Background: an optimization exercise with open tools, aiming at small area. Do not read the settings as production practice.
At most, simulation tests tie the RTL to the original design; equivalence was not proved.
The clock port is modelled as an ideal driver; clocking choices that lean on that would not hold on a real chip.
No activity file was given, so power comes from the tool's default toggle rates.

==> trial 33: inputs <==
==> flow/design.v <==
module SDRAM_arbit(
    input                   sysclk_100M         ,
    input                   rst_n               ,
    output                  CKE                 ,
    output                  cs_n                ,
    output  reg             ras_n               ,
    output  reg             cas_n               ,
    output  reg             we_n                ,
    output          [12:0]  addr                ,
    output          [ 1:0]  ba                  ,
    output          [ 1:0]  dqm                 ,
    output                  dq_oe               ,   
    input                   write_trig          ,   
    output  reg             write_data_vld      ,   
    input                   read_trig           ,
    output  reg             read_data_vld       ,   
    output  reg             write_end
);
localparam  RW      = 10                        ;    
localparam  [RW-1:0] ROW_LAST = 938 - 1;    
localparam  [6:0]    COL_LAST = (256 >> 2) - 1;  
localparam  [2:0]   A_INIT  = 3'b000 ,
                    A_ARB_R = 3'b001 ,
                    A_ARB_W = 3'b011 ,
                    A_REF_R = 3'b101 ,
                    A_REF_W = 3'b111 ,
                    A_WR    = 3'b010 ,
                    A_RD    = 3'b100 ;
reg     [ 2:0]  ast         ;
wire    a_init  = (ast == A_INIT)                       ;
wire    a_arb   = (ast == A_ARB_R) | (ast == A_ARB_W)   ;
wire    a_ref   = (ast == A_REF_R) | (ast == A_REF_W)   ;
wire    a_wr    = (ast == A_WR)                         ;
wire    a_rd    = (ast == A_RD)                         ;
wire    wr_flag = ast[1] & ast[0]                       ;    
localparam  [14:0]  PWR_END = 15'd20000 ;    
localparam  [ 9:0]  S780    = 10'b0011010100;
localparam  [ 9:0]  M780    = 10'b1101101110;
reg     [ 9:0]  cnt         ;
reg             ref_req     ;
always @(posedge sysclk_100M) begin
    if (rst_n == 1'b0) begin
        cnt     <= 10'd0;
        ref_req <= 1'b0;
    end else if (a_arb & ref_req) begin
        cnt     <= 10'd0;
        ref_req <= 1'b0;
    end else begin
        cnt     <= {cnt[8:0], ~(cnt[9] ^ cnt[6])};
        if ((cnt & M780) == (S780 & M780))
            ref_req <= 1'b1;
    end
end
wire    ref_cmd     = cnt[0] & ~cnt[1];      
wire    ref_last    = cnt[6];                
localparam  [2:0]   W_IDLE  = 3'd0 ,
                    W_REQ0  = 3'd1 ,
                    W_REQ1  = 3'd2 ,
                    W_ACT0  = 3'd3 ,
                    W_ACT1  = 3'd4 ,
                    W_WR    = 3'd5 ,
                    W_PRE   = 3'd6 ;
reg     [ 2:0]  wst         ;
reg             w_pc        ;    
reg             w_pe        ;    
reg     [ 8:0]  w_al        ;    
reg     [RW-1:0] w_rowl     ;    
reg             w_bank      ;    
wire    w_row_last = &(w_rowl | ~ROW_LAST);
wire    w_col_last = (w_al[8:2] == COL_LAST);
wire    w_req   = (wst == W_REQ1) | ((wst == W_ACT0) & ~w_pc);
wire    ack_w   = a_wr & (wst == W_REQ1);
wire    w_b3    = write_data_vld & (w_al[1:0] == 2'd2);      
wire    w_rowend = w_b3 & (w_al[8:2] == 7'h7f);
wire    w_wrapc = w_b3 & w_col_last & w_row_last;            
wire    w_wrapd = (w_al[1:0] == 2'd3) & w_col_last & w_row_last;    
wire    [RW+8:0]    w_cnt   = {w_rowl, w_al};
wire    [RW+8:0]    w_cy    = {w_cy[RW+7:0] & w_cnt[RW+7:0], write_data_vld | a_init};
wire    [14:0]  icnt    = {w_rowl[5:0], w_al};
wire    c_hi        = &(icnt | ~PWR_END);                        
wire    init_last   = a_init & c_hi & w_al[3] & w_al[1] & w_al[0];  
always @(posedge sysclk_100M) begin
    if (rst_n == 1'b0)
        wst <= W_IDLE;
    else case (wst)
        W_IDLE: if (write_trig) wst <= W_REQ0;
        W_REQ0: wst <= W_REQ1;
        W_REQ1: if (ack_w) wst <= W_ACT0;
        W_ACT0: wst <= W_ACT1;
        W_ACT1: wst <= W_WR;
        W_WR:   if (w_b3 & (ref_req | write_end | w_rowend)) wst <= W_PRE;
        W_PRE:  if (w_pc) begin
                    if (write_end)      wst <= W_IDLE;
                    else if (ref_req)   wst <= W_REQ0;
                    else                wst <= W_ACT0;
                end
        default: wst <= W_IDLE;
    endcase
end
always @(posedge sysclk_100M) begin
    if (rst_n == 1'b0) begin
        w_pc            <= 1'b0;
        w_pe            <= 1'b0;
        write_data_vld  <= 1'b0;
        write_end       <= 1'b0;
        w_al            <= 9'd0;
        w_rowl          <= {RW{1'b0}};
        w_bank          <= 1'b0;
    end else begin
        w_pc            <= (wst == W_PRE);
        w_pe            <= w_pc;
        write_data_vld  <= (wst == W_WR);
        if (write_data_vld & (w_al[1:0] == 2'd1) & (w_al[7:2] == 6'h3f))
            write_end   <= 1'b1;
        else if (wst == W_ACT0 || wst == W_ACT1)
            write_end   <= 1'b0;
        if (w_wrapd | init_last)
            {w_rowl, w_al}  <= {(RW+9){1'b0}};
        else
            {w_rowl, w_al}  <= {w_rowl, w_al} ^ w_cy;
        if (w_wrapc)
            w_bank      <= ~w_bank;
    end
end
localparam  [3:0]   R_IDLE  = 4'd0 ,
                    R_REQ0  = 4'd1 ,
                    R_REQ1  = 4'd2 ,
                    R_ACT0  = 4'd3 ,
                    R_ACT1  = 4'd4 ,
                    R_PRE   = 4'd5 ;
reg     [ 3:0]  rst         ;
reg             r_pc        ;
reg             r_pe        ;
reg             read_end    ;
reg     [ 6:0]  r_col       ;
reg     [RW-1:0] r_row      ;
reg             r_bank      ;    
wire    r_rd    = rst[3];
wire    r_row_last = &(r_row | ~ROW_LAST);
wire    r_col_last = (r_col == COL_LAST);
wire    r_req   = (rst == R_REQ1) | ((rst == R_ACT0) & ~r_pc);
wire    ack_r   = a_rd & (rst == R_REQ1);
wire    r_c7    = (rst == 4'b1111);
wire    r_p7    = ((rst == 4'b1000) & read_data_vld) | ((rst == R_PRE) & ~r_pc);
wire    r_rowend = (r_col == 7'h7f);
wire    [RW+6:0]    r_cnt   = {r_row, r_col};
wire    [RW+6:0]    r_cy    = {r_cy[RW+5:0] & r_cnt[RW+5:0], r_p7};      
always @(posedge sysclk_100M) begin
    if (rst_n == 1'b0)
        rst <= R_IDLE;
    else if (r_rd) begin
        if (rst[2:0] != 3'd7 || !(read_end | ref_req | r_rowend))
            rst <= {1'b1, rst[2:0] + 3'd1};
        else
            rst <= R_PRE;
    end else case (rst)
        R_IDLE: if (read_trig) rst <= R_REQ0;
        R_REQ0: rst <= R_REQ1;
        R_REQ1: if (ack_r) rst <= R_ACT0;
        R_ACT0: rst <= R_ACT1;
        R_ACT1: rst <= 4'b1000;
        R_PRE:  if (r_pc) begin
                    if (read_end)       rst <= R_IDLE;
                    else if (ref_req)   rst <= R_REQ0;
                    else                rst <= R_ACT0;
                end
        default: rst <= R_IDLE;
    endcase
end
always @(posedge sysclk_100M) begin
    if (rst_n == 1'b0) begin
        r_pc            <= 1'b0;
        r_pe            <= 1'b0;
        read_end        <= 1'b1;
        r_col           <= 7'd0;
        r_row           <= {RW{1'b0}};
        r_bank          <= 1'b0;
    end else begin
        r_pc            <= (rst == R_PRE);
        r_pe            <= r_pc;
        if (rst == 4'b1110 && r_col[5:0] == 6'h3f)
            read_end    <= 1'b1;
        else if (rst == R_ACT0 || rst == R_ACT1)
            read_end    <= 1'b0;
        if (r_p7 & r_col_last & r_row_last)
            {r_row, r_col}  <= {(RW+7){1'b0}};
        else
            {r_row, r_col}  <= {r_row, r_col} ^ r_cy;
        if (r_c7 & r_col_last & r_row_last)
            r_bank      <= ~w_bank;
    end
end
always @(posedge sysclk_100M)
    read_data_vld <= r_rd & rst[2];
wire    both    = w_req & r_req & write_end & read_end;
wire    go_w    = both ? ~wr_flag : (w_req & read_end);
wire    go_r    = both ?  wr_flag : (r_req & write_end);
always @(posedge sysclk_100M) begin
    if (rst_n == 1'b0)
        ast <= A_INIT;
    else case (ast)
        A_INIT:  if (init_last) ast <= A_ARB_R;
        A_ARB_R,
        A_ARB_W: if (ref_req)   ast <= wr_flag ? A_REF_W : A_REF_R;
                 else if (go_w) ast <= A_WR;
                 else if (go_r) ast <= A_RD;
        A_REF_R: if (ref_last)  ast <= A_ARB_R;
        A_REF_W: if (ref_last)  ast <= A_ARB_W;
        A_WR:    if (w_pe & (ref_req | write_end)) ast <= A_ARB_W;
        A_RD:    if (r_pe & (ref_req | read_end))  ast <= A_ARB_R;
        default: ast <= A_INIT;
    endcase
end
wire        w_is_row = (wst == W_ACT1) | ((wst == W_WR) & ~write_data_vld);
wire        r_is_row = (rst == R_ACT1) | ((rst == 4'b1000) & ~r_p7);
wire        r_is_col = (r_rd & (rst[2:0] != 3'd0)) | r_p7;
wire    i_pre   = a_init & c_hi & (w_al[3:0] == 4'd2);     
wire    i_ref   = a_init & c_hi & (w_al[3:0] == 4'd4);     
wire    i_mrs   = init_last;                                
wire    f_ref   = a_ref & ref_cmd;
wire    c_act   = (a_wr & (wst == W_ACT1)) | (a_rd & (rst == R_ACT1));
wire    c_pre   = (a_wr & (wst == W_PRE) & w_pc) | (a_rd & (rst == R_PRE) & r_pc) | i_pre;
wire    c_wr    = a_wr & write_data_vld & (w_al[1:0] == 2'd0);
wire    c_rd    = a_rd & (rst == 4'b1001);
wire    c_ref   = i_ref | f_ref;
wire    s_wrow  = a_wr & w_is_row;
wire    s_wcol  = a_wr & ~w_is_row;
wire    s_rrow  = a_rd & r_is_row;
wire    s_rcol  = a_rd & ~r_is_row & r_is_col;
wire    s_a10   = (a_rd & ~r_is_row & ~r_is_col) | (a_init & ~init_last);
reg     [10:0]  addr_q  ;
reg             ba_q    ;
always @(posedge sysclk_100M) begin
    ras_n   <= ~(c_act | c_pre | c_ref | i_mrs);
    cas_n   <= ~(c_wr | c_rd | c_ref | i_mrs);
    we_n    <= ~(c_wr | c_pre | i_mrs);
    if (~a_arb) begin
        addr_q  <= ({11{s_wrow}} & {{(11-RW){1'b0}}, w_rowl}) |
                   ({11{s_wcol}} & {2'b00, w_al}) |
                   ({11{s_rrow}} & {{(11-RW){1'b0}}, r_row}) |
                   ({11{s_rcol}} & {2'b00, r_col, 2'b00}) |
                   {s_a10, 4'b0000, i_mrs, i_mrs, 2'b00, i_mrs, 1'b0};
        ba_q    <= (a_wr & w_bank) | (a_rd & r_bank);
    end
end
assign  addr    = {2'b00, addr_q};
assign  ba      = {ba_q, 1'b0};
assign  cs_n    = 1'b0;
assign  CKE     = 1'b1;
assign  dqm     = 2'b00;
assign  dq_oe   = a_wr;
endmodule
==> flow/flow/run.sh <==
#!/bin/bash
# The standard layout (standard.sh: standard synthesis, floorplan, place,
# CTS, route, finish) with changes made only through ORFS's own variables:
#  - after floorplan, OpenROAD's restructure re-maps the combinational logic
#    for area (flow/remap.tcl); registers are not touched;
#  - the port buffers use the smallest buffer cell (buf_1);
#  - clock tree synthesis builds the tree from clkbuf_8 without dummy loads;
#  - the two tie cells of synthesis (tie-high, tie-low) are kept instead of
#    one tie cell per constant pin;
#  - after clock tree synthesis, cells are sized down where timing allows
#    (flow/recover.tcl).
# All tool output goes to standard.log here and to ORFS's logs under orfs/.
cp standard.sh standard_sh_copy.log
export BUFFER_PORTS_ARGS="-buffer_cell sky130_fd_sc_hd__buf_1"
export CTS_ARGS="-sink_clustering_enable -repair_clock_nets -dont_use_dummy_load -buf_list sky130_fd_sc_hd__clkbuf_8 -root_buf sky130_fd_sc_hd__clkbuf_8"
export SKIP_REPAIR_TIE_FANOUT=1
export POST_FLOORPLAN_TCL="$(pwd)/flow/remap.tcl"
export POST_CTS_TCL="$(pwd)/flow/recover.tcl"
bash standard.sh > standard.log 2>&1
==> flow/flow/recover.tcl <==
# After clock tree synthesis: the design has several ns of setup slack, so
# size cells down where timing allows (power recovery), then re-legalize.
log_cmd estimate_parasitics -placement
log_cmd repair_timing -recover_power 100 -verbose
log_cmd detailed_placement
log_cmd check_placement -verbose
==> flow/flow/remap.tcl <==
# After floorplan: re-map the combinational logic for area with OpenROAD's
# restructure (ABC), keeping every register.
log_cmd estimate_parasitics -placement
set lib [lindex $::env(LIB_FILES) 0]
log_cmd restructure -target area -liberty_file $lib \
  -tiehi_port sky130_fd_sc_hd__conb_1/HI -tielo_port sky130_fd_sc_hd__conb_1/LO \
  -work_dir $::env(OBJECTS_DIR) -abc_logfile $::env(LOG_DIR)/2_restructure_abc.log
==> flow/standard.sh <==
#!/bin/bash
# synth_recipe.tcl (not shown) runs the flow's synth.tcl, then flattens the netlist and writes it again
# the make line also repeats each setting of config.mk as NAME=value (left out here)
make -C /OpenROAD-flow-scripts/flow DESIGN_CONFIG=/design/flow/config.mk WORK_HOME=/design/flow/orfs CLKGATE_MAP_FILE= SYNTH_SCRIPT=/design/flow/synth_recipe.tcl "${@:-finish}"
==> flow/config.mk <==
export PLATFORM = sky130hd
export DESIGN_NAME = SDRAM_arbit
export DESIGN_NICKNAME = SDRAM_arbit
export VERILOG_FILES = /design/flow/design.v
export SDC_FILE = /design/flow/constraint.sdc
export NUM_CORES = 4
export LEC_CHECK = 0
export CAP_MARGIN = 20
export CORE_MARGIN = 2
export CORE_UTILIZATION = 40
export SLEW_MARGIN = 20
==> flow/constraint.sdc <==
create_clock -name core_clock -period 10.0 [get_ports {sysclk_100M}]
set_input_delay 2.0000 -clock core_clock [delete_from_list [all_inputs] [get_ports {sysclk_100M}]]
set_output_delay 2.0000 -clock core_clock [all_outputs]
set_load 0.01 [all_outputs]
==> trial 86 (differences from trial 33) <==
--- a/flow/design.v
+++ b/flow/design.v
@@ -12,7 +12,7 @@
     output                  dq_oe               ,   
     input                   write_trig          ,   
-    output  reg             write_data_vld      ,   
+    output                  write_data_vld      ,   
     input                   read_trig           ,
-    output  reg             read_data_vld       ,   
+    output                  read_data_vld       ,   
     output  reg             write_end
 );
@@ -60,5 +60,6 @@
                     W_ACT1  = 3'd4 ,
                     W_WR    = 3'd5 ,
-                    W_PRE   = 3'd6 ;
+                    W_PRE   = 3'd6 ,
+                    W_WRF   = 3'd7 ;     
 reg     [ 2:0]  wst         ;
 reg             w_pc        ;    
@@ -71,4 +72,5 @@
 wire    w_req   = (wst == W_REQ1) | ((wst == W_ACT0) & ~w_pc);
 wire    ack_w   = a_wr & (wst == W_REQ1);
+assign  write_data_vld = (wst == W_WR) | ((wst == W_PRE) & ~w_pc);
 wire    w_b3    = write_data_vld & (w_al[1:0] == 2'd2);      
 wire    w_rowend = w_b3 & (w_al[8:2] == 7'h7f);
@@ -88,5 +90,6 @@
         W_REQ1: if (ack_w) wst <= W_ACT0;
         W_ACT0: wst <= W_ACT1;
-        W_ACT1: wst <= W_WR;
+        W_ACT1: wst <= W_WRF;
+        W_WRF:  wst <= W_WR;
         W_WR:   if (w_b3 & (ref_req | write_end | w_rowend)) wst <= W_PRE;
         W_PRE:  if (w_pc) begin
@@ -102,5 +105,4 @@
         w_pc            <= 1'b0;
         w_pe            <= 1'b0;
-        write_data_vld  <= 1'b0;
         write_end       <= 1'b0;
         w_al            <= 9'd0;
@@ -110,5 +112,4 @@
         w_pc            <= (wst == W_PRE);
         w_pe            <= w_pc;
-        write_data_vld  <= (wst == W_WR);
         if (write_data_vld & (w_al[1:0] == 2'd1) & (w_al[7:2] == 6'h3f))
             write_end   <= 1'b1;
@@ -128,5 +129,6 @@
                     R_ACT0  = 4'd3 ,
                     R_ACT1  = 4'd4 ,
-                    R_PRE   = 4'd5 ;
+                    R_PRE   = 4'd5 ,
+                    R_RDF   = 4'd6 ;     
 reg     [ 3:0]  rst         ;
 reg             r_pc        ;
@@ -142,5 +144,6 @@
 wire    ack_r   = a_rd & (rst == R_REQ1);
 wire    r_c7    = (rst == 4'b1111);
-wire    r_p7    = ((rst == 4'b1000) & read_data_vld) | ((rst == R_PRE) & ~r_pc);
+wire    r_p7    = (rst == 4'b1000) | ((rst == R_PRE) & ~r_pc);
+assign  read_data_vld = (r_rd & rst[2] & (rst[1:0] != 2'd0)) | r_p7;
 wire    r_rowend = (r_col == 7'h7f);
 wire    [RW+6:0]    r_cnt   = {r_row, r_col};
@@ -159,5 +162,6 @@
         R_REQ1: if (ack_r) rst <= R_ACT0;
         R_ACT0: rst <= R_ACT1;
-        R_ACT1: rst <= 4'b1000;
+        R_ACT1: rst <= R_RDF;
+        R_RDF:  rst <= 4'b1001;
         R_PRE:  if (r_pc) begin
                     if (read_end)       rst <= R_IDLE;
@@ -191,6 +195,4 @@
     end
 end
-always @(posedge sysclk_100M)
-    read_data_vld <= r_rd & rst[2];
 wire    both    = w_req & r_req & write_end & read_end;
 wire    go_w    = both ? ~wr_flag : (w_req & read_end);
@@ -212,6 +214,6 @@
     endcase
 end
-wire        w_is_row = (wst == W_ACT1) | ((wst == W_WR) & ~write_data_vld);
-wire        r_is_row = (rst == R_ACT1) | ((rst == 4'b1000) & ~r_p7);
+wire        w_is_row = (wst == W_ACT1) | (wst == W_WRF);
+wire        r_is_row = (rst == R_ACT1) | (rst == R_RDF);
 wire        r_is_col = (r_rd & (rst[2:0] != 3'd0)) | r_p7;
 wire    i_pre   = a_init & c_hi & (w_al[3:0] == 4'd2);     
==> flow/flow/run.sh (replaced) <==
#!/bin/bash
# The standard layout (standard.sh: standard synthesis, floorplan, place,
# CTS, route, finish) with changes made only through ORFS's own variables:
#  - after floorplan, OpenROAD's restructure re-maps the combinational logic
#    for area (flow/remap.tcl), with the platform's liberty less its
#    don't-use cells (flow/filter_lib.py); registers are not touched;
#  - the port buffers use the smallest buffer cell (buf_1);
#  - clock tree synthesis builds the tree from clkbuf_4 without dummy loads,
#    then buffers driving more than 9 pins become clkbuf_8 (flow/clk.tcl);
#  - one tie-high and one tie-low cell drive all constant pins and ports
#    (ORFS's tie fanout repair is skipped; flow/ties.tcl merges the tie cells
#    that restructure inserts);
#  - after clock tree synthesis, cells are sized down where timing allows
#    (flow/recover.tcl).
# All tool output goes to standard.log here and to ORFS's logs under orfs/.
cp standard.sh standard_sh_copy.log
export BUFFER_PORTS_ARGS="-buffer_cell sky130_fd_sc_hd__buf_1"
export CTS_ARGS="-sink_clustering_enable -repair_clock_nets -dont_use_dummy_load -buf_list sky130_fd_sc_hd__clkbuf_4 -root_buf sky130_fd_sc_hd__clkbuf_4"
export SKIP_REPAIR_TIE_FANOUT=1
export POST_FLOORPLAN_TCL="$(pwd)/flow/remap.tcl"
export POST_CTS_TCL="$(pwd)/flow/clk.tcl"
bash standard.sh > standard.log 2>&1
==> flow/flow/clk.tcl (new file) <==
# After clock tree synthesis with clkbuf_4: clock buffers that drive many
# pins (and the root) become clkbuf_8, so every flip-flop clock pin keeps a
# fast slew; then the rest of the post-CTS steps (recover.tcl).
set n 0
foreach inst [get_cells *] {
  if { [get_property $inst ref_name] != "sky130_fd_sc_hd__clkbuf_4" } { continue }
  set out [get_pins -of_objects $inst -filter "direction == output"]
  set net [get_nets -of_objects $out]
  set loads [llength [get_pins -of_objects $net -filter "direction == input"]]
  if { $loads > 9 } {
    replace_cell $inst sky130_fd_sc_hd__clkbuf_8
    incr n
  }
}
puts "clk.tcl: $n clock buffers up-sized to clkbuf_8"
source [file dirname [file normalize [info script]]]/recover.tcl
==> flow/flow/filter_lib.py (new file) <==
#!/usr/bin/env python3
# Copy a liberty file without the cells named (glob patterns allowed) in
# the DONT_USE_CELLS environment variable.
# usage: filter_lib.py IN.lib OUT.lib
import fnmatch, os, re, sys
pats = os.environ.get('DONT_USE_CELLS', '').split()
src, dst = sys.argv[1], sys.argv[2]
out = []
depth = 0
skip_depth = None
cell_re = re.compile(r'^\s*cell\s*\(\s*"?([^")\s]+)"?\s*\)')
removed = []
with open(src) as f:
    for line in f:
        if skip_depth is None and depth == 1:
            m = cell_re.match(line)
            if m and any(fnmatch.fnmatchcase(m.group(1), p) for p in pats):
                skip_depth = depth
                removed.append(m.group(1))
        opens, closes = line.count('{'), line.count('}')
        if skip_depth is None:
            out.append(line)
        depth += opens - closes
        if skip_depth is not None and depth <= skip_depth and (opens or closes):
            skip_depth = None
with open(dst, 'w') as f:
    f.writelines(out)
print('removed %d cells: %s' % (len(removed), ' '.join(removed)))
==> flow/flow/remap.tcl (replaced) <==
# After floorplan: re-map the combinational logic for area with OpenROAD's
# restructure (ABC), keeping every register. ABC gets the platform's liberty
# without the cells the platform marks don't-use (filter_lib.py).
set flow_dir [file dirname [file normalize [info script]]]
set lib_in [lindex $::env(LIB_FILES) 0]
set lib_out $::env(OBJECTS_DIR)/restructure_lib.lib
puts [exec python3 $flow_dir/filter_lib.py $lib_in $lib_out]
log_cmd estimate_parasitics -placement
log_cmd restructure -target area -liberty_file $lib_out \
  -tiehi_port sky130_fd_sc_hd__conb_1/HI -tielo_port sky130_fd_sc_hd__conb_1/LO \
  -work_dir $::env(OBJECTS_DIR) -abc_logfile $::env(LOG_DIR)/2_restructure_abc.log
# one tie-low and one tie-high cell for all constant pins and ports
source $flow_dir/ties.tcl
==> flow/flow/ties.tcl (new file) <==
# Restructure inserts one tie cell per constant pin or port; keep one tie-low
# and one tie-high net and move every constant load (and port) onto them.
set block [ord::get_db_block]
array set master {LO "" HI ""}
set removed 0
foreach inst [$block getInsts] {
  if { [[$inst getMaster] getName] != "sky130_fd_sc_hd__conb_1" } { continue }
  foreach port {LO HI} {
    set it [$inst findITerm $port]
    set net [$it getNet]
    if { $net == "NULL" } { continue }
    if { $master($port) == "" } { set master($port) $net; continue }
    foreach oit [$net getITerms] {
      if { [$oit getInst] != $inst } { $oit disconnect; $oit connect $master($port) }
    }
    foreach bt [$net getBTerms] { $bt connect $master($port) }
    $it disconnect
    odb::dbNet_destroy $net
  }
  if { [[$inst findITerm LO] getNet] == "NULL" && [[$inst findITerm HI] getNet] == "NULL" } {
    odb::dbInst_destroy $inst
    incr removed
  }
}
puts "ties.tcl: removed $removed tie cells"
==> build 31 (differences from trial 33) <==
--- a/flow/design.v
+++ b/flow/design.v
@@ -12,7 +12,7 @@
     output                  dq_oe               ,   
     input                   write_trig          ,   
-    output  reg             write_data_vld      ,   
+    output                  write_data_vld      ,   
     input                   read_trig           ,
-    output  reg             read_data_vld       ,   
+    output                  read_data_vld       ,   
     output  reg             write_end
 );
@@ -60,5 +60,6 @@
                     W_ACT1  = 3'd4 ,
                     W_WR    = 3'd5 ,
-                    W_PRE   = 3'd6 ;
+                    W_PRE   = 3'd6 ,
+                    W_WRF   = 3'd7 ;     
 reg     [ 2:0]  wst         ;
 reg             w_pc        ;    
@@ -71,4 +72,5 @@
 wire    w_req   = (wst == W_REQ1) | ((wst == W_ACT0) & ~w_pc);
 wire    ack_w   = a_wr & (wst == W_REQ1);
+assign  write_data_vld = (wst == W_WR) | ((wst == W_PRE) & ~w_pc);
 wire    w_b3    = write_data_vld & (w_al[1:0] == 2'd2);      
 wire    w_rowend = w_b3 & (w_al[8:2] == 7'h7f);
@@ -88,5 +90,6 @@
         W_REQ1: if (ack_w) wst <= W_ACT0;
         W_ACT0: wst <= W_ACT1;
-        W_ACT1: wst <= W_WR;
+        W_ACT1: wst <= W_WRF;
+        W_WRF:  wst <= W_WR;
         W_WR:   if (w_b3 & (ref_req | write_end | w_rowend)) wst <= W_PRE;
         W_PRE:  if (w_pc) begin
@@ -102,5 +105,4 @@
         w_pc            <= 1'b0;
         w_pe            <= 1'b0;
-        write_data_vld  <= 1'b0;
         write_end       <= 1'b0;
         w_al            <= 9'd0;
@@ -110,5 +112,4 @@
         w_pc            <= (wst == W_PRE);
         w_pe            <= w_pc;
-        write_data_vld  <= (wst == W_WR);
         if (write_data_vld & (w_al[1:0] == 2'd1) & (w_al[7:2] == 6'h3f))
             write_end   <= 1'b1;
@@ -128,5 +129,6 @@
                     R_ACT0  = 4'd3 ,
                     R_ACT1  = 4'd4 ,
-                    R_PRE   = 4'd5 ;
+                    R_PRE   = 4'd5 ,
+                    R_RDF   = 4'd6 ;     
 reg     [ 3:0]  rst         ;
 reg             r_pc        ;
@@ -142,5 +144,6 @@
 wire    ack_r   = a_rd & (rst == R_REQ1);
 wire    r_c7    = (rst == 4'b1111);
-wire    r_p7    = ((rst == 4'b1000) & read_data_vld) | ((rst == R_PRE) & ~r_pc);
+wire    r_p7    = (rst == 4'b1000) | ((rst == R_PRE) & ~r_pc);
+assign  read_data_vld = (r_rd & rst[2] & (rst[1:0] != 2'd0)) | r_p7;
 wire    r_rowend = (r_col == 7'h7f);
 wire    [RW+6:0]    r_cnt   = {r_row, r_col};
@@ -159,5 +162,6 @@
         R_REQ1: if (ack_r) rst <= R_ACT0;
         R_ACT0: rst <= R_ACT1;
-        R_ACT1: rst <= 4'b1000;
+        R_ACT1: rst <= R_RDF;
+        R_RDF:  rst <= 4'b1001;
         R_PRE:  if (r_pc) begin
                     if (read_end)       rst <= R_IDLE;
@@ -191,6 +195,4 @@
     end
 end
-always @(posedge sysclk_100M)
-    read_data_vld <= r_rd & rst[2];
 wire    both    = w_req & r_req & write_end & read_end;
 wire    go_w    = both ? ~wr_flag : (w_req & read_end);
@@ -212,6 +214,6 @@
     endcase
 end
-wire        w_is_row = (wst == W_ACT1) | ((wst == W_WR) & ~write_data_vld);
-wire        r_is_row = (rst == R_ACT1) | ((rst == 4'b1000) & ~r_p7);
+wire        w_is_row = (wst == W_ACT1) | (wst == W_WRF);
+wire        r_is_row = (rst == R_ACT1) | (rst == R_RDF);
 wire        r_is_col = (r_rd & (rst[2:0] != 3'd0)) | r_p7;
 wire    i_pre   = a_init & c_hi & (w_al[3:0] == 4'd2);     
--- a/flow/flow/run.sh
+++ b/flow/flow/run.sh
@@ -3,5 +3,6 @@
 # CTS, route, finish) with changes made only through ORFS's own variables:
 #  - after floorplan, OpenROAD's restructure re-maps the combinational logic
-#    for area (flow/remap.tcl); registers are not touched;
+#    for area (flow/remap.tcl), with the platform's liberty less its
+#    don't-use cells (flow/filter_lib.py); registers are not touched;
 #  - the port buffers use the smallest buffer cell (buf_1);
 #  - clock tree synthesis builds the tree from clkbuf_8 without dummy loads;
==> flow/flow/filter_lib.py (new file) <==
#!/usr/bin/env python3
# Copy a liberty file without the cells named (glob patterns allowed) in
# the DONT_USE_CELLS environment variable.
# usage: filter_lib.py IN.lib OUT.lib
import fnmatch, os, re, sys
pats = os.environ.get('DONT_USE_CELLS', '').split()
src, dst = sys.argv[1], sys.argv[2]
out = []
depth = 0
skip_depth = None
cell_re = re.compile(r'^\s*cell\s*\(\s*"?([^")\s]+)"?\s*\)')
removed = []
with open(src) as f:
    for line in f:
        if skip_depth is None and depth == 1:
            m = cell_re.match(line)
            if m and any(fnmatch.fnmatchcase(m.group(1), p) for p in pats):
                skip_depth = depth
                removed.append(m.group(1))
        opens, closes = line.count('{'), line.count('}')
        if skip_depth is None:
            out.append(line)
        depth += opens - closes
        if skip_depth is not None and depth <= skip_depth and (opens or closes):
            skip_depth = None
with open(dst, 'w') as f:
    f.writelines(out)
print('removed %d cells: %s' % (len(removed), ' '.join(removed)))
==> flow/flow/remap.tcl (replaced) <==
# After floorplan: re-map the combinational logic for area with OpenROAD's
# restructure (ABC), keeping every register. ABC gets the platform's liberty
# without the cells the platform marks don't-use (filter_lib.py).
set flow_dir [file dirname [file normalize [info script]]]
set lib_in [lindex $::env(LIB_FILES) 0]
set lib_out $::env(OBJECTS_DIR)/restructure_lib.lib
puts [exec python3 $flow_dir/filter_lib.py $lib_in $lib_out]
log_cmd estimate_parasitics -placement
log_cmd restructure -target area -liberty_file $lib_out \
  -tiehi_port sky130_fd_sc_hd__conb_1/HI -tielo_port sky130_fd_sc_hd__conb_1/LO \
  -work_dir $::env(OBJECTS_DIR) -abc_logfile $::env(LOG_DIR)/2_restructure_abc.log
==> comparison table <==
metric	trial 86	build 31	trial 33
Result of the run	timing/DRC/antenna clean	timing/DRC/antenna clean	timing/DRC/antenna clean
Crit share post-route	0.4208	0.4074	0.4671
Area of the multi-input gates	0.001474 mm^2	0.001500 mm^2	0.001518 mm^2
Rel. slew slack	0.4310	0.4085	0.4592
Critical path startpoint	rst[1]	rst[1]	rst[0]
Endpoint type of the worst setup path	primary output	primary output	flop
Largest net degree at the start of global routing	17	17	19
Leakage component of the power	1.175 nW	1.211 nW	1.266 nW
HPWL after DPL	6283 um	6301 um	6529 um
Critical path depth in cells	8	8	13
Post-layout instance count excluding filler cells	573	580	583
Number of iterations in the first detailed-routing pass	6	5	4
Crit-path max cell delay	0.44 ns	0.42 ns	0.44 ns
Final worst slack	5.792 ns	5.926 ns	5.329 ns
Cells after Synth	400	400	429
Vias	3,134	3,071	3,091
Number of cell instances on the worst register-to-register path	21	21	13
Post-layout net count	446	453	453
Post-synthesis mux area share	0.007685	0.007685	0.01441
Post-synthesis net count	443	443	472
Final min period	4.208 ns	4.074 ns	4.671 ns
DRC violation total after the first TritonRoute iteration	236	213	185
Fill cell count	997	982	1,061
Endpoint arrival time on the critical path	2.21 ns	2.07 ns	4.91 ns
For trial 33, only the layout was checked, not whether the RTL still works.

## port drivers added, routing unchanged
Ports are ideal in the flow. The routed layouts listed here were re-timed in OpenROAD. Step 1, drivers: a clkbuf_16 drives sysclk_100M and a buf_2 each remaining input, both assumed. Step 2, shift: input delay + t, output delay - t, t = (earliest + latest rising clock arrival at the registers) / 2. This alone moves slack from input paths to output paths. a / b / c = no drivers / after step 1 / after step 2; a / b = the first two.
| run | shift t [ns] | setup WS [ns] | clock arrival spread, ns |
|---|---|---|---|
| trial 33 | 0.386 | 5.329 / 5.329 / 5.329 | 0.022 / 0.022 |
| trial 86 | 0.443 | 5.792 / 5.762 / 6.160 | 0.033 / 0.033 |
| build 31 | 0.377 | 5.926 / 5.895 / 6.272 | 0.028 / 0.028 |
After both steps every run listed still meets setup and hold.
